Source: an optimization exercise on an open RTL-to-GDS flow (aim: small area, a short achievable clock period and few clock cycles). Production flows keep margins and buffers that such runs may drop.
No functional check of the RTL was part of any run shown here.

==> design/flow/design.v <==
module Next_addr (md, bud, a, b, start, sv0, swk, sv1, sv2, d8, prune, addr);
input [17:0] md;
input [14:0] bud;
input [17:0] a, b;
input start, sv0, swk, sv1, sv2, d8;
output prune;
output [17:0] addr;
assign prune = (bud[14:12] == 3'd0) && (md[11:0] >= bud[11:0]);
wire e = (sv1 && (prune || d8)) || (sv2 && md[2:0] == 3'd0) || !(sv1 || sv2);
wire [17:0] m = sv0 ? md : swk ? md + 18'd1 : e ? a : b;
assign addr = start ? 18'd0 : m;
endmodule
module Top_lvl (clk,start,mem_addr,mem_data,MIN_WEIGHT,MIN_PATH_NODES,donee);
input clk,start;
output [17:0] mem_addr;
input [17:0] mem_data;
output [14:0] MIN_WEIGHT;
output [17:0] MIN_PATH_NODES;  
output reg donee;
localparam V0=3'd0, V1=3'd1, V2=3'd2, WK=3'd3, DN=3'd4, FIN=3'd5;
reg [2:0] st;
reg [3:0] d;             
reg [17:0] x;            
reg [14:0] bud;          
reg [14:0] wmin;         
reg [17:0] best;         
reg [3:0] bd;            
reg [2:0] T;             
reg tv;                  
reg [17:0] S [1:7];      
reg [1:0]  R [1:7];      
reg [14:0] W [1:7];      
reg tv2;
reg [2:0] T2;
integer l;
always @* begin
  tv2 = 1'b0; T2 = 3'd1;
  for (l = 1; l <= 7; l = l + 1)
    if (l < T && R[l] != 2'd0) begin tv2 = 1'b1; T2 = l; end
end
wire [2:0] bdm1 = bd[2:0] - 3'd1;       
wire [17:0] sr = S[T];
wire [1:0] RT = R[T];
wire [17:0] nx1 = sr + 18'd1;           
wire [17:0] xk = x + {16'd0, 1'b1, st == V2};    
wire [17:0] best1 = best + 18'd1;       
wire [11:0] w = mem_data[11:0];
wire [2:0] nc = mem_data[2:0];
wire prune;
wire end1 = prune || d[3];              
wire end2 = (nc == 3'd0);
wire v1 = (st == V1), v2 = (st == V2);
wire [14:0] bw = bud - {3'b000, w};     
wire [2:0] dm1 = d[2:0] - 3'd1;         
wire [14:0] wp = wmin - ((st == V0) ? W[dm1] : v1 ? bw : bud);
wire fin = (v1 && end1) || (v2 && end2);    
wire leaf = fin && !(v1 && prune);          
wire over = (fin && !tv && !leaf) || (st == FIN);    
Next_addr na (.md(mem_data), .bud(bud), .a(tv ? nx1 : best1), .b(xk), .start(start),
  .sv0(st == V0), .swk(st == WK), .sv1(v1), .sv2(v2), .d8(d[3]), .prune(prune), .addr(mem_addr));
assign MIN_WEIGHT = wmin;
assign MIN_PATH_NODES = (st != DN || d == 4'd1) ? 18'd0 : (d > bd) ? 18'h3FFFF : sr;
reg sw, rw, ww;
reg [2:0] si;
reg [17:0] sd;
reg [1:0] rd;
always @* begin
  sw = 1'b0; rw = 1'b0; ww = 1'b0; si = d[2:0]; sd = xk; rd = nc[1:0] - 2'd1;
  if (v2 && !end2) begin sw = 1'b1; rw = 1'b1; ww = 1'b1; end
  if (fin && tv) begin sw = 1'b1; rw = 1'b1; si = T; sd = nx1; rd = RT - 2'd1; end
  if (over) begin sw = (bd >= 4'd2); si = bdm1; sd = best; end
  if (st == WK) begin sw = 1'b1; si = dm1; sd = mem_data; end
end
always @(posedge clk) begin
  if (sw) S[si] <= sd;
  if (rw) R[si] <= rd;
  if (ww) W[si] <= wp;
end
always @(posedge clk) begin
  if (start) begin
    st <= V1; d <= 4'd1; x <= 18'd0;
    bud <= 15'h7FFF; wmin <= 15'h7FFF; donee <= 1'b0; tv <= 1'b0;
  end else begin
    case (st)
      V0: begin
        x <= mem_data;
        bud <= wp;
        st <= V1;
      end
      V1: begin
        bud <= bw;
        if (!end1) st <= V2;
      end
      V2: if (!end2) begin
        d <= d + 4'd1;
        st <= V0;
        if (nc[2:1] != 2'b00) begin T <= d[2:0]; tv <= 1'b1; end
      end
      WK: begin
        d <= d - 4'd1;
        if (d == 4'd3) donee <= 1'b1;
        if (d == 4'd2) begin st <= DN; d <= 4'd2; T <= 3'd1; end
      end
      DN: begin
        if (d <= 4'd8) d <= d + 4'd1;
        T <= T + 3'd1;
      end
      default: ;
    endcase
    if (leaf) begin wmin <= wp; best <= x; bd <= d; end
    if (fin) begin
      if (tv) begin
        d <= {1'b0, T} + 4'd1;
        st <= V0;
        if (RT == 2'd1) begin T <= T2; tv <= tv2; end
      end else if (leaf) st <= FIN;
    end
    if (over) begin
      d <= bd - 4'd1;
      if (bd >= 4'd3) begin
        st <= WK;
        if (bd == 4'd3) donee <= 1'b1;
      end else begin
        st <= DN; donee <= 1'b1; d <= 4'd1; T <= 3'd0;
      end
    end
  end
end
endmodule  
==> design/flow/run.sh <==
#!/bin/bash
# synth_recipe.tcl (not shown) runs the flow's synth.tcl, then flattens the netlist and writes it again
# the make line also repeats each setting of config.mk as NAME=value (left out here)
make -C /OpenROAD-flow-scripts/flow DESIGN_CONFIG=/design/flow/config.mk WORK_HOME=/design/flow/orfs CLKGATE_MAP_FILE= SYNTH_SCRIPT=/design/flow/synth_recipe.tcl finish
==> design/flow/config.mk <==
export PLATFORM = sky130hd
export DESIGN_NAME = Top_lvl
export DESIGN_NICKNAME = Top_lvl
export VERILOG_FILES = /design/flow/design.v
export SDC_FILE = /design/flow/constraint.sdc
export NUM_CORES = 4
export LEC_CHECK = 0
export CAP_MARGIN = 20
export CORE_MARGIN = 2
export CORE_UTILIZATION = 40
export SETUP_SLACK_MARGIN = 3.0
export SLEW_MARGIN = 20
export SYNTH_HIERARCHICAL = 1
export SYNTH_MINIMUM_KEEP_SIZE = 0
==> design/flow/constraint.sdc <==
create_clock -name core_clock -period 7.5 [get_ports {clk}]
set_input_delay 1.5000 -clock core_clock [delete_from_list [all_inputs] [get_ports {clk}]]
set_output_delay 1.5000 -clock core_clock [all_outputs]
set_load 0.01 [all_outputs]
==> flow_summary.json, run 1 <==
{
  "yosys-top-cells-count": "272 x edfxtp_1, 164 x nand2_1, 147 x a21oi_1",
  "cts.sinks": 332,
  "synthTopCellsByArea": "edfxtp_1 45%, dfxtp_1 6.6%, a21oi_1 4.1%",
  "routabilityCongestion": 0.944,
  "ys.flop_type": "edfxtp_1",
  "grt_max_degree": 47,
  "synthToLayoutAreaGrowth_pct": 30.4,
  "finalClockSkew_ps": 34.4,
  "crit_path_start_kind": "input pin",
  "dp_cells": 2246,
  "vias": 14486,
  "yosys_warnings": 7,
  "first_pass_iters": 6,
  "layout-drive-gt1-share": 0.280,
  "min_path_type": "reg -> reg",
  "crit_type": "in -> out",
  "whs_path_depth": 0,
  "worstReg2RegEnd": "W[2][13]",
  "reg2reg_slack_ps": 3000,
  "ys_types": 94,
  "postSynthAreaPerCell_um2": 11.1,
  "required_ps": 6000,
  "synth_top_area_frac": 0.451,
  "die-area_um2": 46900,
  "whs_ps": 479,
  "diodes": 0,
  "ant_nets": 0,
  "ys_seq_elements": 332,
  "hold_violations": 0,
  "hp-start": "x[0]",
  "timing.fmax_mhz": 196,
  "status": "no timing/DRC/antenna violations",
  "synth_area_leader_cell": "edfxtp_1",
  "maxCapViolCount": 0,
  "die_y_um": 217,
  "wire_per_inst_um": 23.4,
  "overflow": 0,
  "arrival_ps": 3610,
  "crit_fanout": 5,
  "slew_violations": 0,
  "finalCritPeriodShare": 0.681,
  "pin_count": 72,
  "routed_via_density": 5.91,
  "ys_async_sr_fraction": 0,
  "synth_most_common_cell": "edfxtp_1",
  "yosysSeqAreaShare": 0.518,
  "antenna_found_initial": 0,
  "syn-num-nets": 1715,
  "r2r_start": "d[1]",
  "nFillCells": 3743,
  "reg2regPathDepth": 18,
  "max_slew.worst_pin.slew_ps": 1100,
  "cts_tree": "done",
  "period_needed_ps": 5110,
  "grt_pass1_vias": 13575,
  "cts_root_buffer": "clkbuf_16",
  "finalSetupTns_ps": 0,
  "cts.htree.levels": 2,
  "portBuffers": 71,
  "drt-initial-drc-count": 1497,
  "core_area_um2": 44400,
  "holdPathEnd": "best[0]",
  "cp-end-kind": "output port",
  "drc": 0,
  "clock_path_buffers": 3,
  "cts_buffers": 37,
  "relSlewSlack": 0.269,
  "grt_pass1_wl_mm": 82.9,
  "synth-edff-count": 272,
  "setup_viol": 0,
  "clock_latency_ps": 560,
  "dp_hpwl_mm": 36.6,
  "die_w_um": 217,
  "syn_inst": 1635,
  "synth_area_um2": 18100,
  "final_nets": 1912,
  "clk_pin_slew_ps": 60,
  "initial_utilization": 0.407,
  "rows": 77,
  "layout.cells.non_filler": 2452,
  "drt-total-wl_mm": 57.3,
  "grt_usage": 0.231,
  "rsz0062_at_grt": "yes"
}
[sequential cells by signal, summed over array words and instances (netlist names), 4 cells and up, named ones only]
name  count
wmin     15
R        16
bd        4
W       105
best     18
x        18
bud      15
S       126
d         4
[worst max-delay path: stages]
cell	delay, ps
buf_12	100
inv_2	50
ha_4	140
nor2b_4	120
a211o_1	340
nor3_4	250
a21oi_4	90
buf_12	160
buf_6	120
buf_8	140
and4b_1	180
a211o_1	260
buf_2	150
[metrics by stage]
step	setup WS (ps)	area, um^2	utilization
after detailed placement	1060	19700	0.443
final	2390	23600	0.531
after global routing	2290	23600	0.531
after floorplan	2750	18400	-
after CTS	2420	22200	0.500
after global placement	1090	19700	0.443
[routing by layer]
metal / global-route usage / up-vias / wire [um]
li1: - / 6570 / -
met1: 0.320 / 7164 / 24200
met2: 0.378 / 630 / 27000
met3: 0.0392 / 122 / 4570
met4: 0.0587 / 0 / 1610
met5: 0 / - / 0
[layout make-up]
cell class,count,area [um^2],area share
clock inverters,15,109,0.00461
repair buffers,244,2570,0.109
well taps,592,741,0.0314
flip-flops and latches,332,9380,0.398
inverters,67,274,0.0116
clock buffers,52,1010,0.0429
multi-input cells,1150,9510,0.403
[cells by family after synthesis]
| family | after synthesis | synth area share |
|---|---|---|
| DFF | 332 | 0.518 |
| buffers and inverters | 154 | 0.0385 |
| xor gates and xnor gates | 69 | 0.0334 |
| AOI/OAI and AO/OA | 423 | 0.149 |
| muxes | 100 | 0.0841 |
| and+or+nand+nor | 497 | 0.134 |
| adders and majority gates | 60 | 0.0423 |
[modules after synthesis, one instance, submodules excluded]
| module | cell area [um^2] | cells | copies in the design |
|---|---|---|---|
| Top_lvl | 16700 | 1417 | 1 |
| Next_addr | 1370 | 218 | 1 |
[what timing repair did]
item / 4_1_cts / 5_1_grt
hold endpoints to repair: 0 / 0
pin swaps: 56 / 92
gates cloned: 3 / 10
hold buffers: 0 / 0
resized for setup: 281 / 167
setup buffers: 71 / 55
endpoints found under the setup margin: 555 / 420
[layout by cell type (no fill, tap or decap), types with 14 or more instances in the layout]
cell             synthesis  final
nand2_1                164    159
buf_2                   10     18
ha_4                     0     14
edfxtp_1               272    272
nor3_1                  31     26
a21oi_2                  4     21
clkbuf_16                0     44
o21ai_0                 76     62
dfxtp_1                 60     54
inv_1                   65     57
nand3_1                 42     37
buf_6                    2     37
nor2_1                 134    108
buf_12                   3     26
mux2i_1                 50     42
mux4_2                  26     29
o211ai_1                22     22
clkdlybuf4s50_1          0     36
nor2_4                   0     19
buf_4                    7    107
a21oi_1                147    117
xnor2_1                 48     37
ha_1                    58     39
a211oi_2                 2     14
[worst max path at each step]
| stage | from | to | slack, ps | depth (start not counted) |
|---|---|---|---|---|
| after floorplan | mem_data[0] | W[1][14] | 2750 | 16 |
| final | mem_data[1] | mem_addr[2] | 2390 | 13 |
| after CTS | mem_data[7] | mem_addr[2] | 2420 | 13 |
| after detailed placement | mem_data[0] | mem_addr[13] | 1060 | 11 |
| after global routing | mem_data[0] | mem_addr[13] | 2290 | 13 |
| after global placement | mem_data[0] | mem_addr[13] | 1090 | 11 |
==> run 2, diff against run 1 <==
--- a/design/flow/design.v
+++ b/design/flow/design.v
@@ -1,14 +1,2 @@
-module Next_addr (md, bud, a, b, start, sv0, swk, sv1, sv2, d8, prune, addr);
-input [17:0] md;
-input [14:0] bud;
-input [17:0] a, b;
-input start, sv0, swk, sv1, sv2, d8;
-output prune;
-output [17:0] addr;
-assign prune = (bud[14:12] == 3'd0) && (md[11:0] >= bud[11:0]);
-wire e = (sv1 && (prune || d8)) || (sv2 && md[2:0] == 3'd0) || !(sv1 || sv2);
-wire [17:0] m = sv0 ? md : swk ? md + 18'd1 : e ? a : b;
-assign addr = start ? 18'd0 : m;
-endmodule
 module Top_lvl (clk,start,mem_addr,mem_data,MIN_WEIGHT,MIN_PATH_NODES,donee);
 input clk,start;
@@ -18,9 +6,10 @@
 output [17:0] MIN_PATH_NODES;  
 output reg donee;
-localparam V0=3'd0, V1=3'd1, V2=3'd2, WK=3'd3, DN=3'd4, FIN=3'd5;
+localparam V0=3'd0, V1=3'd1, V2=3'd2, WK=3'd3, DN=3'd4, FIN=3'd5, V1B=3'd6;
 reg [2:0] st;
 reg [3:0] d;             
 reg [17:0] x;            
 reg [14:0] bud;          
+reg pr;                  
 reg [14:0] wmin;         
 reg [17:0] best;         
@@ -40,4 +29,5 @@
 end
 wire [2:0] bdm1 = bd[2:0] - 3'd1;       
+wire [2:0] dm1 = d[2:0] - 3'd1;         
 wire [17:0] sr = S[T];
 wire [1:0] RT = R[T];
@@ -45,18 +35,26 @@
 wire [17:0] xk = x + {16'd0, 1'b1, st == V2};    
 wire [17:0] best1 = best + 18'd1;       
+wire [17:0] na = tv ? nx1 : best1;      
+wire v1 = (st == V1), v2 = (st == V2);
 wire [11:0] w = mem_data[11:0];
 wire [2:0] nc = mem_data[2:0];
-wire prune;
-wire end1 = prune || d[3];              
-wire end2 = (nc == 3'd0);
-wire v1 = (st == V1), v2 = (st == V2);
+wire prune = (bud[14:12] == 3'd0) && (w >= bud[11:0]);
+wire guess = (bud[14:11] == 4'd0);      
+wire d8 = d[3];                         
+wire nc0 = (nc == 3'd0);
 wire [14:0] bw = bud - {3'b000, w};     
-wire [2:0] dm1 = d[2:0] - 3'd1;         
 wire [14:0] wp = wmin - ((st == V0) ? W[dm1] : v1 ? bw : bud);
-wire fin = (v1 && end1) || (v2 && end2);    
-wire leaf = fin && !(v1 && prune);          
+wire fin = (v1 && (d8 || (guess && prune))) || (v2 && (pr || nc0));    
+wire leaf = (v1 && d8 && !prune) || (v2 && !pr && nc0);              
 wire over = (fin && !tv && !leaf) || (st == FIN);    
-Next_addr na (.md(mem_data), .bud(bud), .a(tv ? nx1 : best1), .b(xk), .start(start),
-  .sv0(st == V0), .swk(st == WK), .sv1(v1), .sv2(v2), .d8(d[3]), .prune(prune), .addr(mem_addr));
+wire push = v2 && !pr && !nc0;
+reg [17:0] addr;
+always @* begin
+  if (st == V0) addr = mem_data;
+  else if (st == WK) addr = mem_data + 18'd1;
+  else if (st == V1B || (v1 && !(guess || d8)) || push) addr = xk;
+  else addr = na;
+end
+assign mem_addr = start ? 18'd0 : addr;
 assign MIN_WEIGHT = wmin;
 assign MIN_PATH_NODES = (st != DN || d == 4'd1) ? 18'd0 : (d > bd) ? 18'h3FFFF : sr;
@@ -67,5 +65,5 @@
 always @* begin
   sw = 1'b0; rw = 1'b0; ww = 1'b0; si = d[2:0]; sd = xk; rd = nc[1:0] - 2'd1;
-  if (v2 && !end2) begin sw = 1'b1; rw = 1'b1; ww = 1'b1; end
+  if (push) begin sw = 1'b1; rw = 1'b1; ww = 1'b1; end
   if (fin && tv) begin sw = 1'b1; rw = 1'b1; si = T; sd = nx1; rd = RT - 2'd1; end
   if (over) begin sw = (bd >= 4'd2); si = bdm1; sd = best; end
@@ -90,7 +88,12 @@
       V1: begin
         bud <= bw;
-        if (!end1) st <= V2;
+        pr <= prune;
+        st <= (guess && !prune) ? V1B : V2;
       end
-      V2: if (!end2) begin
+      V1B: begin
+        pr <= 1'b0;
+        st <= V2;
+      end
+      V2: if (push) begin
         d <= d + 4'd1;
         st <= V0;
--- a/design/flow/config.mk
+++ b/design/flow/config.mk
@@ -11,4 +11,2 @@
 export SETUP_SLACK_MARGIN = 3.0
 export SLEW_MARGIN = 20
-export SYNTH_HIERARCHICAL = 1
-export SYNTH_MINIMUM_KEEP_SIZE = 0
==> run 2 against run 1 <==
  * Synthesized area fell by 0.19%
  * Flip-flop and latch count increased by 1
  * Routed wire length is 1.7% higher
  * Register-to-register slack worse by 90 ps
==> flow_summary.json, run 2 <==
{
  "status": "no timing/DRC/antenna violations",
  "r2r_start": "d[0]",
  "final_nets": 1907,
  "first_pass_iters": 7,
  "worst-path-stages": 10,
  "vias": 14570,
  "die_y_um": 216,
  "max_stage_delay_ps": 340,
  "worstPathCellList": "buf_4 > inv_2 > nor4_4 > and4_4 > and3_4 > nand3_2 > a21oi_1 > nor2_1 > a2111oi_4 > buf_2",
  "hold_violations": 0,
  "yosys_warnings": 1,
  "dpl_cell_area_um2": 19800,
  "cts.htree.levels": 2,
  "use_met1": 0.337,
  "cp-end-kind": "output port",
  "yosys-top-cells-count": "273 x edfxtp_1, 152 x nor2_1, 143 x nand2_1",
  "fin_ws_ps": 2580,
  "cts_tree": "done",
  "largest_register": "S",
  "finalCritPeriodShare": 0.657,
  "timing.fmax_mhz": 203,
  "cp_slowest_cell": "nor4_4",
  "finalSetupTns_ps": 0,
  "ys_async_sr_fraction": 0,
  "dp_hpwl_mm": 37.2,
  "synth-edff-count": 273,
  "crit_end": "mem_addr[17]",
  "grt_pass1_wl_mm": 86.0,
  "antenna_found_initial": 1,
  "top_regs": "S x126, W x105",
  "worstReg2RegEnd": "bud[14]",
  "layout_commonest_cell": "edfxtp_1",
  "cts.sinks": 333,
  "fin_area_um2": 23600,
  "overflow": 0,
  "max_slew.worst_pin.slew_ps": 1040,
  "drt-total-wl_mm": 58.3,
  "clock_path_buffers": 3,
  "postSynthAreaPerCell_um2": 11.0,
  "dp_slack_ps": 1100,
  "rows": 77,
  "synthToLayoutAreaGrowth_pct": 30.5,
  "routed_via_density": 5.95,
  "crit_path_start_kind": "input pin",
  "pin_count": 72,
  "grt_pass1_vias": 14022,
  "final_cell_mix": "273 x edfxtp_1, 136 x nor2_1, 130 x nand2_1, 126 x buf_4, 107 x a21oi_1",
  "setup_viol": 0,
  "finalClockSkew_ps": 39.4,
  "initial_utilization": 0.407,
  "diodes": 0,
  "use_met3": 0.0484,
  "synth_area_leader_cell": "edfxtp_1",
  "maxCapViolCount": 0,
  "ys_seq_elements": 333,
  "ys_types": 84,
  "clock_latency_ps": 580,
  "postLayoutCoreUtil": 0.531,
  "wire_per_inst_um": 23.8,
  "ant_nets": 0,
  "clk_pin_slew_ps": 60,
  "cts_buffers": 38,
  "drc": 0,
  "largest_register_ff_count": 126,
  "arrival_ps": 3420,
  "synth_most_common_cell": "edfxtp_1",
  "rsz0062_at_grt": "yes",
  "grt_usage": 0.241,
  "required_ps": 6000,
  "syn-num-nets": 1727,
  "core_area_um2": 44400,
  "synthTopCellsByArea": "edfxtp_1 45%, dfxtp_1 6.7%, mux4_2 4.1%",
  "reg2regPathDepth": 17,
  "routabilityCongestion": 0.918,
  "use_met2": 0.376,
  "syn_inst": 1648,
  "die-area_um2": 46900,
  "die_w_um": 216,
  "yosysSeqAreaShare": 0.521,
  "synth_area_um2": 18100,
  "cp_num_buf_inv": 3,
  "min_path_type": "reg -> reg",
  "busiest_layer": "met2",
  "dp_cells": 2248,
  "portBuffers": 71,
  "cp_top_family": "simple AND/OR/NAND/NOR gates",
  "layout-drive-gt1-share": 0.305,
  "grt_max_degree": 42,
  "slew_violations": 0,
  "layout.cells.non_filler": 2447,
  "ys.flop_type": "edfxtp_1",
  "crit_type": "in -> out",
  "cp-startpoint": "mem_data[6]",
  "period_needed_ps": 4920,
  "reg2reg_slack_ps": 2910,
  "relSlewSlack": 0.296,
  "hp-start": "x[0]",
  "drt-initial-drc-count": 1317,
  "synth_top_area_frac": 0.454,
  "crit_fanout": 6,
  "cts_root_buffer": "clkbuf_16",
  "whs_ps": 498
}
[run 2: worst min-delay path by stage]
stage	depth (start not counted)	to	slack [ps]
2_1_floorplan	0	bd[2]	430
3_3_place_gp	0	best[0]	450
3_5_place_dp	0	best[0]	460
4_1_cts	0	best[0]	480
5_1_grt	0	best[0]	500
6_report	0	best[0]	500
[run 2: timing repair]
action,in CTS,in global routing
gates resized for setup,360,103
pin swaps,84,65
buffers inserted,91,34
gates cloned,4,3
hold buffers,0,0
endpoints found under the setup margin,536,394
[run 2: cell families (layout without fill, tap and decap cells)]
| family | after synthesis | after routing | synth area share |
|---|---|---|---|
| AND/OR/NAND/NOR | 490 | 490 | 0.130 |
| AO/OA/AOI/OAI | 427 | 429 | 0.149 |
| flip-flops | 333 | 333 | 0.521 |
| buffers and inverters | 159 | 362 | 0.0385 |
| multiplexers | 112 | 112 | 0.0865 |
| XOR/XNOR | 68 | 70 | 0.0330 |
| adder cells (fa/ha/maj) | 59 | 59 | 0.0417 |
[run 2: layout make-up]
type	count	area (um^2)
Fill cell	3794	20800
Multi-Input combinational cell	1160	9760
Tap cell	592	741
Sequential cell	333	9430
Inverter	58	238
Clock buffer	54	1070
Timing Repair Buffer	237	2210
Clock inverter	13	118
[run 2: worst register-to-register path, cell delays in order, from the launching register on]
cell and delay (ps):
dfxtp_2 310, inv_1 180, ha_1 450, xor2_4 250
buf_4 290, mux4_2 340, mux2_2 290, o21ai_0 250
a21oi_1 70, a21oi_1 180, ha_1 300, and3_1 200
o211ai_1 180, a31oi_2 350, a31oi_4 160, buf_6 160
or4_1 390, and4_1 160
[run 2: metal layers]
metal | wire length (um) | up-vias | share of wire
li1 | - | 6580 | -
met5 | 13 | - | 0.00022
met4 | 1730 | 2 | 0.030
met3 | 4250 | 104 | 0.073
met1 | 25400 | 7321 | 0.44
met2 | 26900 | 563 | 0.46
==> run 3, diff against run 2 <==
--- a/design/flow/config.mk
+++ b/design/flow/config.mk
@@ -9,4 +9,6 @@
 export CORE_MARGIN = 2
 export CORE_UTILIZATION = 40
+export CTS_CLUSTER_DIAMETER = 100
+export CTS_CLUSTER_SIZE = 30
 export SETUP_SLACK_MARGIN = 3.0
 export SLEW_MARGIN = 20
==> run 3 against run 2 <==
  * Still clean on timing, DRC and antenna
  * Cell count fell by 1.3%
  * Die area did not move
  * Synthesized area did not move
  * Critical path depth rose by 3
  * Maximum frequency rose by 0.18%
  * Routed wire length fell by 1.9%
  * Via count fell by 1.5%
  * Non-clock buffer count rose by 7
  * Critical endpoint is now mem_addr[10]
==> flow_summary.json, run 3 <==
{
  "status": "no timing/DRC/antenna violations",
  "cts_hold_buf": 0,
  "cts.htree.levels": 1,
  "first_pass_iters": 7,
  "vias": 14345,
  "crit_fanout": 5,
  "r2r_start": "d[0]",
  "hp-start": "x[0]",
  "ys.flop_type": "edfxtp_1",
  "maxCapViolCount": 0,
  "layout.cells.non_filler": 2414,
  "drc": 0,
  "synth_top_family_by_area": "compound AO/OA/AOI/OAI gates",
  "crit_end": "mem_addr[10]",
  "final_cell_mix": "273 x edfxtp_1, 134 x nor2_1, 131 x nand2_1, 128 x buf_4, 106 x a21oi_1",
  "clk_pin_slew_ps": 110,
  "nFillCells": 3873,
  "synthXorXnorAreaFrac": 0.0330,
  "ys_types": 84,
  "grt_pass1_wl_mm": 84.8,
  "core_area_um2": 44400,
  "die-area_um2": 46900,
  "finalCritPeriodShare": 0.655,
  "arrival_ps": 3410,
  "yosysSeqAreaShare": 0.521,
  "yosys_warnings": 1,
  "hold_violations": 0,
  "syn_inst": 1648,
  "synth_area_leader_cell": "edfxtp_1",
  "min_path_type": "reg -> reg",
  "ys_seq_elements": 333,
  "clock_latency_ps": 550,
  "die_y_um": 216,
  "synth_top_area_frac": 0.454,
  "drt-total-wl_mm": 57.2,
  "worstReg2RegEnd": "bud[13]",
  "cts_buffers": 16,
  "cts_root_buffer": "clkbuf_16",
  "grt_usage": 0.236,
  "overflow": 0,
  "wire_per_inst_um": 23.7,
  "routed_via_density": 5.94,
  "use_met2": 0.378,
  "finalSetupTns_ps": 0,
  "use_met1": 0.339,
  "finalClockSkew_ps": 23.9,
  "relSlewSlack": 0.302,
  "layout_commonest_cell": "edfxtp_1",
  "layout-drive-gt1-share": 0.300,
  "routabilityCongestion": 0.918,
  "synthTopCellsByArea": "edfxtp_1 45%, dfxtp_1 6.7%, mux4_2 4.1%",
  "reg2reg_slack_ps": 3080,
  "fin_ws_ps": 2590,
  "ys_async_sr_fraction": 0,
  "slew_violations": 0,
  "largest_register": "S",
  "rsz0062_at_grt": "yes",
  "clock_path_buffers": 3,
  "dp_hpwl_mm": 37.2,
  "crit_path_start_kind": "register",
  "grt_pass1_vias": 13729,
  "setup_viol": 0,
  "max_slew.worst_pin.slew_ps": 1040,
  "synth-edff-count": 273,
  "synth_compound_area_frac": 0.149,
  "period_needed_ps": 4910,
  "cp-end-kind": "output port",
  "antenna_found_initial": 0,
  "final-seq-area_um2": 9430,
  "syn-num-nets": 1727,
  "use_met3": 0.0324,
  "busiest_layer": "met2",
  "synth_most_common_cell": "edfxtp_1",
  "initial_utilization": 0.407,
  "diodes": 0,
  "dp_cells": 2248,
  "pin_count": 72,
  "ant_nets": 0,
  "cts.sinks": 333,
  "top_regs": "S x126, W x105",
  "synthToLayoutAreaGrowth_pct": 27.4,
  "reg2regPathDepth": 17,
  "synthSimpleGateAreaFrac": 0.130,
  "grt_max_degree": 42,
  "synth_adder_area_share": 0.0417,
  "synth_area_um2": 18100,
  "cts_tree": "done",
  "largest_register_ff_count": 126,
  "dp_slack_ps": 1100,
  "synth_mux_area_frac": 0.0865,
  "timing.fmax_mhz": 203,
  "rows": 77,
  "yosys-top-cells-count": "273 x edfxtp_1, 152 x nor2_1, 143 x nand2_1",
  "postSynthAreaPerCell_um2": 11.0,
  "portBuffers": 71,
  "required_ps": 6000,
  "multi_input_area_um2": 9740,
  "drt-initial-drc-count": 1493,
  "crit_type": "reg -> out",
  "die_w_um": 216,
  "final_nets": 1891
}
-- run 3: cell types whose count changed in the layout (fill, tap and decap cells not counted), moves of 5 or more --
| cell | before | now |
|---|---|---|
| buf_12 | 13 | 18 |
| buf_8 | 1 | 6 |
| clkbuf_1 | 11 | 6 |
| clkbuf_16 | 40 | 18 |
| clkinv_2 | 5 | 0 |
| nor2_2 | 10 | 15 |
-- run 3: worst max-delay path: stages (launching register included) --
cell      delay (ps)
dfxtp_4          440
buf_8            150
buf_6            100
mux2_4           290
mux4_2           530
o211ai_1         220
buf_4            210
buf_4            110
nor4_1            50
xnor2_1          170
buf_4            160
a21oi_4           60
a41oi_2          210
buf_2            170
-- run 3: cells by family (layout without fill, tap and decap cells) --
logic type      after synthesis  count (layout)
buf+inv                     159             330
flops                       333             333
simple gates                490             490
compound gates              427             428
xor+xnor                     68              70
fa+ha+maj                    59              59
mux                         112             112
-- run 3: worst min-delay path by stage --
stage	end	slack [ps]	cells past startpoint
2_1_floorplan	bd[2]	430	0
3_3_place_gp	best[0]	450	0
3_5_place_dp	best[0]	460	0
4_1_cts	best[0]	490	0
5_1_grt	best[0]	520	0
6_report	x[0]	510	2
-- run 3: timing repair --
| item | CTS | global route |
|---|---|---|
| resized for setup | 352 | 126 |
| pin swaps | 104 | 60 |
| cloned | 2 | 2 |
| endpoints found under the setup margin | 537 | 411 |
| buffers inserted | 93 | 41 |
-- run 3: stage by stage --
stage,hold WS (ps),instance area [um^2],util
3_5_place_dp,465,19800,0.446
5_1_grt,519,23000,0.518
3_3_place_gp,454,19800,0.446
4_1_cts,492,22100,0.497
6_report,508,23000,0.518
2_1_floorplan,435,18600,-
-- run 3: layout make-up --
type	instances	area share
Clock buffer	23	0.0195
Sequential cell	333	0.410
Timing Repair Buffer	244	0.101
Inverter	58	0.0112
Tap cell	592	0.0322
Clock inverter	5	0.00299
Multi-Input combinational cell	1159	0.424
-- run 3: metal layers --
metal  part of all wire  wire [um]  up-vias
met5                  0          0        -
met4              0.024       1350        0
met3              0.062       3560       71
met2               0.47      26800      518
met1               0.45      25500     7234
li1                   -          -     6522
==> run 4, diff against run 3 <==
--- a/design/flow/design.v
+++ b/design/flow/design.v
@@ -6,5 +6,5 @@
 output [17:0] MIN_PATH_NODES;  
 output reg donee;
-localparam V0=3'd0, V1=3'd1, V2=3'd2, WK=3'd3, DN=3'd4, FIN=3'd5, V1B=3'd6;
+localparam V0=3'd0, V1=3'd1, V2=3'd2, WK=3'd3, DN=3'd4, FIN=3'd5, V1B=3'd6, WK2=3'd7;
 reg [2:0] st;
 reg [3:0] d;             
@@ -33,5 +33,5 @@
 wire [1:0] RT = R[T];
 wire [17:0] nx1 = sr + 18'd1;           
-wire [17:0] xk = x + {16'd0, 1'b1, st == V2};    
+wire [17:0] xk = x + {16'd0, st != WK2, st == V2 || st == WK2};    
 wire [17:0] best1 = best + 18'd1;       
 wire [17:0] na = tv ? nx1 : best1;      
@@ -49,11 +49,7 @@
 wire over = (fin && !tv && !leaf) || (st == FIN);    
 wire push = v2 && !pr && !nc0;
-reg [17:0] addr;
-always @* begin
-  if (st == V0) addr = mem_data;
-  else if (st == WK) addr = mem_data + 18'd1;
-  else if (st == V1B || (v1 && !(guess || d8)) || push) addr = xk;
-  else addr = na;
-end
+wire rx = (st == V1B) || (st == WK2) || (v1 && !(guess || d8));
+wire [17:0] ra = rx ? xk : na;
+wire [17:0] addr = (st == V0) ? mem_data : (push ? xk : ra);
 assign mem_addr = start ? 18'd0 : addr;
 assign MIN_WEIGHT = wmin;
@@ -101,7 +97,12 @@
       end
       WK: begin
+        x <= mem_data;
         d <= d - 4'd1;
-        if (d == 4'd3) donee <= 1'b1;
+        st <= WK2;
         if (d == 4'd2) begin st <= DN; d <= 4'd2; T <= 3'd1; end
+      end
+      WK2: begin
+        st <= WK;
+        if (d == 4'd2) donee <= 1'b1;
       end
       DN: begin
--- a/design/flow/config.mk
+++ b/design/flow/config.mk
@@ -9,6 +9,4 @@
 export CORE_MARGIN = 2
 export CORE_UTILIZATION = 40
-export CTS_CLUSTER_DIAMETER = 100
-export CTS_CLUSTER_SIZE = 30
 export SETUP_SLACK_MARGIN = 3.0
 export SLEW_MARGIN = 20
==> run 4 against run 3 <==
  * Still clean
  * Non-clock buffer count is 30 higher
  * Maximum frequency is 1.9% lower
  * Register-to-register slack worse by 500 ps
  * Worst hold slack worse by 23 ps
  * Count of clock-buffer cells in the layout is 29 higher
  * Global-route usage is 1.9 points higher
  * Routed wire length is 2.8% higher
  * Critical endpoint is now W[6][14]
==> flow_summary.json, run 4 <==
{
  "status": "no timing/DRC/antenna violations",
  "postSynthAreaPerCell_um2": 11.1,
  "setup_viol": 0,
  "final_cell_mix": "273 x edfxtp_1, 140 x nand2_1, 137 x buf_4, 129 x nor2_1, 116 x a21oi_1",
  "first_pass_iters": 6,
  "syn-num-nets": 1650,
  "max_slew.worst_pin.slew_ps": 1200,
  "die_y_um": 213,
  "initial_utilization": 0.406,
  "cts_root_buffer": "clkbuf_16",
  "rows": 76,
  "synthTopCellsByArea": "edfxtp_1 47%, dfxtp_1 6.9%, a21oi_1 4.4%",
  "grt_max_degree": 46,
  "synth_mux_area_frac": 0.0785,
  "period_needed_ps": 5010,
  "rsz0062_at_grt": "yes",
  "synthXorXnorAreaFrac": 0.0336,
  "synth-edff-count": 273,
  "ys_seq_elements": 333,
  "crit_path_start_kind": "input pin",
  "slew_violations": 0,
  "dp_hpwl_mm": 36.8,
  "crit_type": "in -> reg",
  "finalClockSkew_ps": 34.0,
  "final_nets": 1875,
  "cts.sinks": 333,
  "routabilityCongestion": 0.920,
  "relSlewSlack": 0.197,
  "pin_count": 72,
  "vias": 14366,
  "ys_types": 76,
  "synth_top_area_frac": 0.469,
  "cts_tree": "done",
  "routed_via_density": 5.96,
  "finalCritPeriodShare": 0.668,
  "grt_pass1_vias": 13627,
  "syn_inst": 1571,
  "diodes": 0,
  "ys_async_sr_fraction": 0,
  "drt-initial-drc-count": 1692,
  "drt-total-wl_mm": 58.8,
  "yosys_warnings": 1,
  "ant_nets": 0,
  "clock_latency_ps": 570,
  "cts_buffers": 37,
  "synth_most_common_cell": "edfxtp_1",
  "layout_commonest_cell": "edfxtp_1",
  "antenna_found_initial": 0,
  "cp-end-kind": "register",
  "die-area_um2": 45400,
  "crit_fanout": 5,
  "largest_register": "S",
  "cts.htree.levels": 2,
  "ys.flop_type": "edfxtp_1",
  "synth_compound_area_frac": 0.148,
  "yosys-top-cells-count": "273 x edfxtp_1, 153 x a21oi_1, 146 x nand2_1",
  "clk_pin_slew_ps": 60,
  "clock_path_buffers": 3,
  "arrival_ps": 5270,
  "yosysSeqAreaShare": 0.538,
  "maxCapViolCount": 0,
  "synthSimpleGateAreaFrac": 0.121,
  "drc": 0,
  "synth_area_leader_cell": "edfxtp_1",
  "portBuffers": 71,
  "top_regs": "S x126, W x105",
  "overflow": 0,
  "synthToLayoutAreaGrowth_pct": 33.9,
  "grt_usage": 0.255,
  "min_path_type": "reg -> reg",
  "synth_area_um2": 17500,
  "die_w_um": 213,
  "largest_register_ff_count": 126,
  "synth_adder_area_share": 0.0435,
  "postLayoutCoreUtil": 0.543,
  "core_area_um2": 43100,
  "timing.fmax_mhz": 200,
  "hold_violations": 0,
  "grt_pass1_wl_mm": 85.9,
  "wire_per_inst_um": 24.4,
  "layout-drive-gt1-share": 0.313,
  "synth_top_family_by_area": "compound AO/OA/AOI/OAI gates",
  "required_ps": 7760,
  "finalSetupTns_ps": 0
}
[run 4: cell count changes in the layout (fill, tap and decap cells not counted), sizes merged, moves of 13 or more]
cell	change
a21oi	+19
buf	+20
clkbuf	+33
mux2	-13
mux2i	-16
o21ai	-23
[run 4: metal layers]
| metal | vias to the layer above | track usage | share of wire |
|---|---|---|---|
| met2 | 719 | 0.396 | 0.45 |
| li1 | 6364 | - | - |
| met1 | 7147 | 0.366 | 0.43 |
| met3 | 136 | 0.0416 | 0.086 |
| met5 | - | 0 | 0 |
| met4 | 0 | 0.0805 | 0.034 |
[run 4: cells by family (layout without fill, tap and decap cells)]
logic type	count (synthesis)	in the layout
muxes	87	87
xor gates and xnor gates	67	69
buffers and inverters	148	398
and+or+nand+nor	466	468
adders and majority gates	59	59
DFF	333	333
AOI/OAI and AO/OA	411	411
[run 4: final timing paths]
kind	start	to	slack, ps	depth (start not counted)
worst min register to register	x[17]	best[17]	480	0
worst min-delay path	x[17]	best[17]	480	0
worst max register to register	d[1]	W[6][14]	2580	18
worst max-delay path	mem_data[0]	W[6][14]	2490	18
[run 4: worst max-delay path: stages]
cell	delay, ps
buf_12	100
ha_4	140
inv_2	40
fa_2	430
buf_4	160
xnor2_2	120
o22ai_2	210
a21oi_2	50
ha_1	350
nor2b_1	190
o31a_1	280
o41ai_2	380
o21ai_1	170
o41a_1	450
a21o_1	210
a21oi_4	240
buf_6	140
xnor2_2	90
[run 4: repair_timing]
| action | CTS | global route |
|---|---|---|
| setup buffers | 103 | 49 |
| gates cloned | 6 | 6 |
| hold endpoints to repair | 0 | 0 |
| setup endpoints to repair | 511 | 372 |
| pin swaps | 75 | 79 |
| hold buffers | 0 | 0 |
| resized for setup | 321 | 109 |
[run 4: area by class of cell]
type | count | area, um^2
Tap cell | 585 | 732
Timing Repair inverter | 1 | 5.00
Clock inverter | 16 | 310
Multi-Input combinational cell | 1094 | 9090
Sequential cell | 333 | 9420
Fill cell | 3572 | 19700
Timing Repair Buffer | 274 | 2620
Inverter | 55 | 219
Clock buffer | 52 | 1000
[run 4: metrics by stage]
step	instances	area, um^2	hold slack, ps	worst slack, ps
after floorplan	1571	17900	435	2630
after global placement	2177	19200	462	1220
after detailed placement	2177	19200	468	1120
after CTS	2354	22400	482	2530
after global routing	2410	23400	503	2360
final	2410	23400	485	2490
==> run 5, diff against run 4 <==
--- a/design/flow/design.v
+++ b/design/flow/design.v
@@ -44,5 +44,6 @@
 wire nc0 = (nc == 3'd0);
 wire [14:0] bw = bud - {3'b000, w};     
-wire [14:0] wp = wmin - ((st == V0) ? W[dm1] : v1 ? bw : bud);
+wire [14:0] wq = wmin - ((st == V0) ? W[dm1] : bud);
+wire [14:0] wx = wq + {3'b000, w};      
 wire fin = (v1 && (d8 || (guess && prune))) || (v2 && (pr || nc0));    
 wire leaf = (v1 && d8 && !prune) || (v2 && !pr && nc0);              
@@ -69,5 +70,5 @@
   if (sw) S[si] <= sd;
   if (rw) R[si] <= rd;
-  if (ww) W[si] <= wp;
+  if (ww) W[si] <= wq;
 end
 always @(posedge clk) begin
@@ -79,5 +80,5 @@
       V0: begin
         x <= mem_data;
-        bud <= wp;
+        bud <= wq;
         st <= V1;
       end
@@ -112,5 +113,5 @@
       default: ;
     endcase
-    if (leaf) begin wmin <= wp; best <= x; bd <= d; end
+    if (leaf) begin wmin <= v1 ? wx : wq; best <= x; bd <= d; end
     if (fin) begin
       if (tv) begin
==> run 5 against run 4 <==
  * Still clean
  * Register-to-register slack improved by 160 ps
  * Die area increased by 3.2%
  * Via count increased by 5.1%
==> flow_summary.json, run 5 <==
{
  "grt_max_degree": 41,
  "ys_seq_elements": 333,
  "drt-initial-drc-count": 1587,
  "worstReg2RegEnd": "wmin[14]",
  "portBuffers": 71,
  "layout_commonest_cell": "edfxtp_1",
  "reg2reg_slack_ps": 2740,
  "ys_async_sr_fraction": 0,
  "clock_path_buffers": 3,
  "hold_violations": 0,
  "synth-edff-count": 273,
  "rows": 77,
  "crit_path_start_kind": "input pin",
  "nFillCells": 3679,
  "min_path_type": "reg -> reg",
  "core_area_um2": 44400,
  "required_ps": 6000,
  "arrival_ps": 3490,
  "rsz0062_at_grt": "yes",
  "antenna_found_initial": 0,
  "r2r_start": "d[0]",
  "finalSetupTns_ps": 0,
  "period_needed_ps": 4990,
  "cts_tree": "done",
  "slew_violations": 0,
  "cp-end-kind": "output port",
  "whs_path_depth": 0,
  "routed_via_density": 6.02,
  "final_cell_mix": "273 x edfxtp_1, 154 x nand2_1, 138 x buf_4, 129 x nor2_1, 113 x a21oi_1",
  "yosys_warnings": 1,
  "ys.flop_type": "edfxtp_1",
  "diodes": 0,
  "relSlewSlack": 0.372,
  "hp-start": "x[17]",
  "synth_area_leader_cell": "edfxtp_1",
  "finalClockSkew_ps": 36.7,
  "die_w_um": 216,
  "dp_cells": 2267,
  "wire_per_inst_um": 24.4,
  "synthToLayoutAreaGrowth_pct": 35.5,
  "layout-drive-gt1-share": 0.318,
  "use_met3": 0.0473,
  "drc": 0,
  "vias": 15094,
  "grt_pass1_wl_mm": 88.5,
  "holdPathEnd": "best[17]",
  "clock_latency_ps": 580,
  "top_regs": "S x126, W x105",
  "finalCritPeriodShare": 0.665,
  "reg2regPathDepth": 22,
  "cts_hold_buf": 0,
  "final_nets": 1983,
  "cts.htree.levels": 2,
  "use_met2": 0.403,
  "clk_pin_slew_ps": 60,
  "dp_hpwl_mm": 36.9,
  "layout.cells.non_filler": 2508,
  "ant_nets": 0,
  "synth_area_um2": 18000,
  "cts_root_buffer": "clkbuf_16",
  "grt_pass1_vias": 14540,
  "yosys-top-cells-count": "273 x edfxtp_1, 163 x nand2_1, 149 x nor2_1",
  "initial_utilization": 0.406,
  "cts_buffers": 38,
  "maxCapViolCount": 0,
  "syn_inst": 1650,
  "use_met1": 0.327,
  "status": "no timing/DRC/antenna violations",
  "setup_viol": 0,
  "first_pass_iters": 6,
  "die_y_um": 216,
  "largest_register": "S",
  "largest_register_ff_count": 126,
  "ys_types": 83,
  "busiest_layer": "met2",
  "pin_count": 72,
  "crit_fanout": 4,
  "max_slew.worst_pin.slew_ps": 935,
  "dpl_cell_area_um2": 19900,
  "timing.fmax_mhz": 201,
  "synth_most_common_cell": "edfxtp_1",
  "fin_area_um2": 24400,
  "drt-total-wl_mm": 61.2,
  "cts.sinks": 333,
  "synth_top_area_frac": 0.454,
  "synthTopCellsByArea": "edfxtp_1 45%, dfxtp_1 6.7%, ha_1 4.9%",
  "yosysSeqAreaShare": 0.521,
  "crit_type": "in -> out",
  "postSynthAreaPerCell_um2": 10.9,
  "overflow": 0,
  "die-area_um2": 46800,
  "grt_usage": 0.249,
  "syn-num-nets": 1744,
  "routabilityCongestion": 0.916
}
-- run 5: through the flow --
step	worst slack, ps	hold WS (ps)	utilization
final	2510	476	0.550
after global routing	2480	493	0.550
after CTS	2570	477	0.524
after detailed placement	1040	470	0.448
after global placement	1080	462	0.448
after floorplan	2720	432	-
-- run 5: worst max-delay path by stage --
stage	from	to	cells after the start
global route	mem_data[1]	mem_addr[14]	15
finish	mem_data[1]	mem_addr[14]	15
floorplan	d[0]	wmin[14]	25
CTS	mem_data[1]	mem_addr[3]	13
global placement	mem_data[0]	mem_addr[5]	12
detailed placement	mem_data[0]	mem_addr[1]	12
-- run 5: what timing repair did --
| action | 4_1_cts | 5_1_grt |
|---|---|---|
| buffers inserted | 114 | 42 |
| gates cloned | 12 | 6 |
| gates resized for setup | 349 | 172 |
| setup endpoints to repair | 497 | 430 |
| hold endpoints to repair | 0 | 0 |
| pin swaps | 65 | 81 |
-- run 5: kinds of logic after synthesis --
family | after synthesis | share of synthesized area
flip-flops | 333 | 0.521
buffers and inverters | 147 | 0.0345
XOR/XNOR | 83 | 0.0403
AND/OR/NAND/NOR | 471 | 0.118
AO/OA/AOI/OAI | 442 | 0.157
adder cells (fa/ha/maj) | 74 | 0.0530
multiplexers | 100 | 0.0762
-- run 5: final cells by class --
class / count / area (um^2) / area share
tap: 592 / 741 / 0.0303
inverter: 53 / 230 / 0.00942
timing repair buffer: 289 / 2980 / 0.122
sequential: 333 / 9420 / 0.386
multi-input combinational: 1174 / 9870 / 0.404
clock inverter: 21 / 200 / 0.00819
clock buffer: 46 / 1000 / 0.0409
-- run 5: per-layer routing --
layer | vias to the layer above | share of wire
met3 | 191 | 0.080
met5 | - | 0
met4 | 0 | 0.047
met1 | 7517 | 0.40
met2 | 695 | 0.47
li1 | 6691 | -
-- run 5: worst max-delay path: stages --
cell and delay [ps]:
buf_6 90, buf_6 120, inv_4 60, ha_4 110, nor2b_4 170, nor3_4 50, o21ai_2 160, buf_6 120
a21boi_4 250, buf_6 160, o211ai_1 110, a21oi_2 150, a221oi_2 60, nor2_2 220, buf_6 150
==> run 6, diff against run 5 <==
--- a/design/flow/design.v
+++ b/design/flow/design.v
@@ -17,4 +17,5 @@
 reg [2:0] T;             
 reg tv;                  
+reg [17:0] na;           
 reg [17:0] S [1:7];      
 reg [1:0]  R [1:7];      
@@ -33,7 +34,7 @@
 wire [1:0] RT = R[T];
 wire [17:0] nx1 = sr + 18'd1;           
-wire [17:0] xk = x + {16'd0, st != WK2, st == V2 || st == WK2};    
+wire k1 = (st == WK2) || (st == FIN);
+wire [17:0] xk = x + {16'd0, !k1, (st == V2) || k1};    
 wire [17:0] best1 = best + 18'd1;       
-wire [17:0] na = tv ? nx1 : best1;      
 wire v1 = (st == V1), v2 = (st == V2);
 wire [11:0] w = mem_data[11:0];
@@ -50,5 +51,5 @@
 wire over = (fin && !tv && !leaf) || (st == FIN);    
 wire push = v2 && !pr && !nc0;
-wire rx = (st == V1B) || (st == WK2) || (v1 && !(guess || d8));
+wire rx = (st == V1B) || k1 || (v1 && !(guess || d8));
 wire [17:0] ra = rx ? xk : na;
 wire [17:0] addr = (st == V0) ? mem_data : (push ? xk : ra);
@@ -80,4 +81,5 @@
       V0: begin
         x <= mem_data;
+        na <= tv ? nx1 : best1;
         bud <= wq;
         st <= V1;
==> run 6 against run 5 <==
  * Cell count is 2.3% higher
  * Routed wire length up 3.3%
  * Worst setup slack better by 300 ps
  * Clock skew decreased by 17 ps
  * Count of clock-buffer cells in the layout is 4 higher
==> flow_summary.json, run 6 <==
{
  "max_slew.worst_pin.slew_ps": 1080,
  "drt-initial-drc-count": 1602,
  "ys_async_sr_fraction": 0,
  "diodes": 0,
  "drc": 0,
  "crit_path_start_kind": "input pin",
  "synth_area_leader_cell": "edfxtp_1",
  "ys_types": 86,
  "finalCritPeriodShare": 0.624,
  "rows": 79,
  "routabilityCongestion": 0.875,
  "grt_pass1_wl_mm": 92.9,
  "wire_per_inst_um": 24.6,
  "pin_count": 72,
  "core_area_um2": 46500,
  "hold_violations": 0,
  "portBuffers": 71,
  "postSynthAreaPerCell_um2": 11.1,
  "dp_cells": 2315,
  "dp_hpwl_mm": 39.3,
  "yosysSeqAreaShare": 0.528,
  "cts_hold_buf": 0,
  "ys.flop_type": "edfxtp_1",
  "final_cell_mix": "291 x edfxtp_1, 161 x nand2_1, 134 x nor2_1, 132 x buf_4, 103 x a21oi_1",
  "cts_root_buffer": "clkbuf_16",
  "ant_nets": 0,
  "syn_inst": 1688,
  "vias": 15312,
  "crit_type": "in -> out",
  "top_regs": "S x126, W x105",
  "slew_violations": 0,
  "yosys_warnings": 1,
  "routed_via_density": 5.97,
  "clock_latency_ps": 580,
  "r2r_start": "d[0]",
  "crit_fanout": 6,
  "synthToLayoutAreaGrowth_pct": 34.4,
  "max_stage_delay_ps": 200,
  "antenna_found_initial": 0,
  "dp_slack_ps": 1230,
  "drt-total-wl_mm": 63.2,
  "layout.cells.non_filler": 2566,
  "clock_path_buffers": 3,
  "cts_buffers": 40,
  "rsz0062_at_grt": "yes",
  "grt_max_degree": 48,
  "topRoutingLayerUsed": "met4",
  "clk_pin_slew_ps": 60,
  "cts.htree.levels": 2,
  "required_ps": 6000,
  "layout_commonest_cell": "edfxtp_1",
  "relSlewSlack": 0.280,
  "hp-start": "x[17]",
  "first_pass_iters": 6,
  "cp_slowest_cell": "a21oi_2",
  "finalSetupTns_ps": 0,
  "grt_pass1_vias": 14822,
  "largest_register": "S",
  "arrival_ps": 3180,
  "finalClockSkew_ps": 20.0,
  "synth_most_common_cell": "edfxtp_1",
  "cts_tree": "done",
  "maxCapViolCount": 0,
  "initial_utilization": 0.405,
  "synthTopCellsByArea": "edfxtp_1 46%, dfxtp_1 6.4%, ha_1 4.7%",
  "overflow": 0,
  "wl_met1_mm": 25.9,
  "postLayoutCoreUtil": 0.544,
  "die_y_um": 221,
  "layout-drive-gt1-share": 0.304,
  "cp_top_family": "buffers and inverters",
  "ys_seq_elements": 351,
  "setup_viol": 0,
  "syn-num-nets": 1782,
  "worstPathCellList": "buf_12 > inv_12 > ha_4 > nor2b_4 > nor2_4 > nand2_2 > o21ai_4 > buf_6 > buf_16 > buf_6 > nand2_2 > o211ai_1 > a21oi_2 > buf_2",
  "period_needed_ps": 4680,
  "timing.fmax_mhz": 214,
  "cp_num_buf_inv": 6,
  "fin_ws_ps": 2820,
  "yosys-top-cells-count": "291 x edfxtp_1, 175 x nand2_1, 147 x nor2_1",
  "final_nets": 2022,
  "synth-edff-count": 291,
  "grt_usage": 0.249,
  "synth_top_area_frac": 0.464,
  "cts.sinks": 351,
  "largest_register_ff_count": 126,
  "met3_length_mm": 5.00,
  "status": "no timing/DRC/antenna violations",
  "dr_wl_met2_mm": 29.1,
  "cp-end-kind": "output port",
  "min_path_type": "reg -> reg",
  "synth_area_um2": 18800,
  "die_w_um": 221,
  "die-area_um2": 48800,
  "cp-startpoint": "mem_data[0]"
}
run 6: final timing paths:
check        slack, ps          end  cells after the start
min                500        x[17]                      2
min reg2reg        500        x[17]                      2
max reg2reg       2920      wmin[9]                     22
max               2820  mem_addr[4]                     14
run 6: metal layers:
layer / vias to the layer above / track usage
met5: - / 0
met2: 723 / 0.394
met4: 0 / 0.108
met1: 7577 / 0.337
li1: 6824 / -
met3: 188 / 0.0440
run 6: cells by family after synthesis:
| logic type | after synthesis | share of synthesized area |
|---|---|---|
| AO/OA/AOI/OAI | 421 | 0.146 |
| XOR/XNOR | 79 | 0.0368 |
| adder cells (fa/ha/maj) | 74 | 0.0508 |
| buffers and inverters | 151 | 0.0361 |
| flip-flops | 351 | 0.528 |
| multiplexers | 100 | 0.0743 |
| AND/OR/NAND/NOR | 512 | 0.128 |
run 6: through the flow:
stage                     instance area, um^2  hold WS, ps
after global routing                    25300          530
after floorplan                         19500          432
after detailed placement                20800          462
final                                   25300          502
after CTS                               24500          502
after global placement                  20800          452
run 6: what timing repair did:
item | in CTS | in global routing
buffers inserted | 130 | 31
gates resized for setup | 332 | 117
gates cloned | 14 | 3
pin swaps | 85 | 65
endpoints found under the setup margin | 492 | 382
run 6: final cells by class:
| type | count | area [um^2] |
|---|---|---|
| timing repair buffer | 297 | 3060 |
| inverter | 51 | 258 |
| clock buffer | 50 | 1100 |
| fill | 3892 | 21200 |
| sequential | 351 | 9970 |
| clock inverter | 23 | 282 |
| multi-input combinational | 1187 | 9860 |
| tap | 607 | 759 |
run 6: worst min-delay path: stages, from the launching register on:
cell	delay [ps]
dfxtp_1	340
nand2_1	70
a21oi_1	50
==> run 7, diff against run 6 <==
--- a/design/flow/design.v
+++ b/design/flow/design.v
@@ -1,2 +1,10 @@
+module Next_addr (md, a, b, start, sv0, sv2, sb, addr);
+input [17:0] md, a, b;
+input start, sv0, sv2, sb;
+output [17:0] addr;
+wire useb = sb || (sv2 && md[2:0] != 3'd0);
+wire [17:0] m = sv0 ? md : useb ? b : a;
+assign addr = start ? 18'd0 : m;
+endmodule
 module Top_lvl (clk,start,mem_addr,mem_data,MIN_WEIGHT,MIN_PATH_NODES,donee);
 input clk,start;
@@ -52,7 +60,6 @@
 wire push = v2 && !pr && !nc0;
 wire rx = (st == V1B) || k1 || (v1 && !(guess || d8));
-wire [17:0] ra = rx ? xk : na;
-wire [17:0] addr = (st == V0) ? mem_data : (push ? xk : ra);
-assign mem_addr = start ? 18'd0 : addr;
+Next_addr nad (.md(mem_data), .a(na), .b(xk), .start(start), .sv0(st == V0),
+  .sv2(v2 && !pr), .sb(rx), .addr(mem_addr));
 assign MIN_WEIGHT = wmin;
 assign MIN_PATH_NODES = (st != DN || d == 4'd1) ? 18'd0 : (d > bd) ? 18'h3FFFF : sr;
--- a/design/flow/config.mk
+++ b/design/flow/config.mk
@@ -9,4 +9,6 @@
 export CORE_MARGIN = 2
 export CORE_UTILIZATION = 40
-export SETUP_SLACK_MARGIN = 3.0
+export SETUP_SLACK_MARGIN = 2.5
 export SLEW_MARGIN = 20
+export SYNTH_HIERARCHICAL = 1
+export SYNTH_MINIMUM_KEEP_SIZE = 0
==> run 7 against run 6 <==
  * Clock skew is 23 ps higher
  * Maximum frequency is 6.5% lower
  * First-iteration DRC count is 3.4% lower
  * Utilization is 5.7 points lower
  * Synthesized cell count is 0.36% lower
  * Via count is 5.2% lower
  * Still clean on timing, DRC and antenna
  * Critical endpoint is now W[1][12]
  * Flip-flop and latch count stayed put
  * Register-to-register slack worse by 210 ps
==> flow_summary.json, run 7 <==
{
  "status": "no timing/DRC/antenna violations",
  "timing.fmax_mhz": 200,
  "arrival_ps": 5240,
  "crit_type": "in -> reg",
  "synth_most_common_cell": "edfxtp_1",
  "largest_register": "S",
  "routabilityCongestion": 0.937,
  "rows": 79,
  "worstReg2RegEnd": "wmin[14]",
  "maxCapViolCount": 0,
  "reg2regPathDepth": 23,
  "ant_nets": 0,
  "first_pass_iters": 9,
  "initial_utilization": 0.406,
  "diodes": 0,
  "slew_violations": 0,
  "antenna_found_initial": 0,
  "postSynthAreaPerCell_um2": 11.3,
  "cts.sinks": 351,
  "routed_via_density": 5.91,
  "drc": 0,
  "crit_fanout": 7,
  "synth-edff-count": 291,
  "reg2reg_slack_ps": 2710,
  "wire_per_inst_um": 24.0,
  "dp_hpwl_mm": 39.9,
  "finalClockSkew_ps": 42.8,
  "ys_types": 93,
  "vias": 14516,
  "cts_root_buffer": "clkbuf_16",
  "relSlewSlack": 0.252,
  "clk_pin_slew_ps": 60,
  "largest_register_ff_count": 126,
  "die_w_um": 222,
  "rsz0062_at_grt": "yes",
  "cp-startpoint": "mem_data[0]",
  "die_y_um": 222,
  "portBuffers": 71,
  "die-area_um2": 49200,
  "layout_commonest_cell": "edfxtp_1",
  "ys.flop_type": "edfxtp_1",
  "r2r_start": "d[0]",
  "drt-initial-drc-count": 1548,
  "clock_path_buffers": 3,
  "top_regs": "S x126, W x105",
  "yosysSeqAreaShare": 0.523,
  "grt_max_degree": 52,
  "synth_area_um2": 19000,
  "syn-num-nets": 1776,
  "drt-total-wl_mm": 58.9,
  "synth_area_leader_cell": "edfxtp_1",
  "synthToLayoutAreaGrowth_pct": 20.1,
  "period_needed_ps": 5000,
  "cts.htree.levels": 2,
  "grt_pass1_vias": 13853,
  "clock_latency_ps": 590,
  "finalSetupTns_ps": 0,
  "ys_async_sr_fraction": 0,
  "crit_end": "W[1][12]",
  "cts_tree": "done",
  "overflow": 0,
  "synth_top_area_frac": 0.460,
  "dp_cells": 2321,
  "synthTopCellsByArea": "edfxtp_1 46%, dfxtp_1 6.3%, ha_1 4.6%",
  "crit_path_start_kind": "input pin",
  "syn_inst": 1682,
  "hold_violations": 0,
  "layout-drive-gt1-share": 0.199,
  "ys_seq_elements": 351,
  "yosys-top-cells-count": "291 x edfxtp_1, 150 x nor2_1, 129 x nand2_1",
  "grt_usage": 0.233,
  "pin_count": 72,
  "final_nets": 1914,
  "max_slew.worst_pin.slew_ps": 1110,
  "hp-start": "x[17]",
  "required_ps": 7740,
  "grt_pass1_wl_mm": 87.1,
  "cp-end-kind": "register",
  "layout.cells.non_filler": 2456,
  "yosys_warnings": 7,
  "final_cell_mix": "291 x edfxtp_1, 137 x nor2_1, 120 x nand2_1, 113 x a21oi_1, 96 x buf_4",
  "setup_viol": 0,
  "min_path_type": "reg -> reg",
  "finalCritPeriodShare": 0.667,
  "cts_buffers": 38,
  "core_area_um2": 46800
}
run 7: layout make-up:
class	instances	area, um^2
inverters	88	343
fillers	4187	23900
clock buffers	46	991
clock inverters	23	210
flip-flops and latches	351	9970
multi-input cells	1151	8820
repair inverters	1	6.26
well taps	607	759
repair buffers	189	1710
run 7: worst min-delay path by stage:
stage / endpoint / cells past startpoint
6_report: best[17] / 0
5_1_grt: best[17] / 0
3_5_place_dp: best[17] / 0
4_1_cts: best[17] / 0
2_1_floorplan: bd[2] / 0
3_3_place_gp: best[17] / 0
run 7: what timing repair did:
action	CTS	global route
gates cloned	2	4
setup endpoints to repair	397	349
hold buffers	0	0
pin swaps	18	35
buffers inserted	31	29
resized for setup	99	86
run 7: worst max-delay path: stages:
cell	delay (ps)
clkdlybuf4s50_1	450
buf_4	200
inv_1	130
ha_1	320
nand2b_1	150
a2111o_1	470
a311oi_4	410
a21o_1	260
o32ai_1	130
o41ai_2	490
nand2_2	170
nor3_4	240
buf_2	290
run 7: kinds of logic (layout without fill, tap and decap cells):
logic type / after synthesis / in the layout / share of synthesized area
compound gates: 447 / 448 / 0.159
mux: 112 / 112 / 0.0851
xor+xnor: 80 / 80 / 0.0369
buf+inv: 181 / 347 / 0.0406
fa+ha+maj: 74 / 74 / 0.0503
flops: 351 / 351 / 0.523
simple gates: 437 / 437 / 0.105
run 7: modules after synthesis (local to each module, per instance):
| module | flops+latches | copies in the design | cells | area (um^2) |
|---|---|---|---|---|
| Next_addr | 0 | 1 | 86 | 588 |
| Top_lvl | 351 | 1 | 1596 | 18400 |
run 7: through the flow:
step	hold slack, ps	utilization	setup WS [ps]	area (um^2)
5_1_grt	508	0.488	2410	22800
3_5_place_dp	465	0.438	1140	20500
6_report	485	0.488	2500	22800
3_3_place_gp	466	0.438	1210	20500
4_1_cts	480	0.476	2320	22300
2_1_floorplan	435	-	2040	19000
run 7: routing by layer:
metal	up-vias	track usage	part of all wire
met3	110	0.0439	0.084
met1	7140	0.333	0.44
met2	666	0.363	0.45
met4	0	0.0652	0.026
li1	6600	-	-
met5	-	0	0

==> what the ideal ports hide <==
Ports are ideal in the flow. The routed layouts listed here were re-timed in OpenROAD. Step 1 sets driving cells, clkbuf_16 on the clock port and buf_2 on the other inputs (assumed; they add their load-dependent delay and slew). Step 2 times the ports against the registers' clock, not the clock port: input delays grow and output delays shrink by t, the midpoint of the rising clock arrivals with the driver on. Slacks: ideal / step 1 / step 2; pairs: ideal / step 1.
| run | shift t [ns] | setup slack, ns | worst slew at a driven data input, ns |
|---|---|---|---|
| run 1 | 0.597 | 2.391 / 2.318 / 1.968 | 0.07 |
| run 2 | 0.615 | 2.576 / 2.536 / 2.081 | 0.10 |
| run 3 | 0.598 | 2.585 / 2.525 / 2.144 | 0.10 |
| run 4 | 0.611 | 2.493 / 2.456 / 1.876 | 0.06 |
| run 5 | 0.619 | 2.514 / 2.480 / 2.179 | 0.04 |
| run 6 | 0.633 | 2.819 / 2.773 / 2.297 | 0.06 |
| run 7 | 0.623 | 2.495 / 2.512 / 1.905 | 0.04 |
After both steps every run listed still meets setup and hold. The setup slack of run 4, which loses most, moves by -0.037 ns with the drivers and by -0.617 ns with both steps.
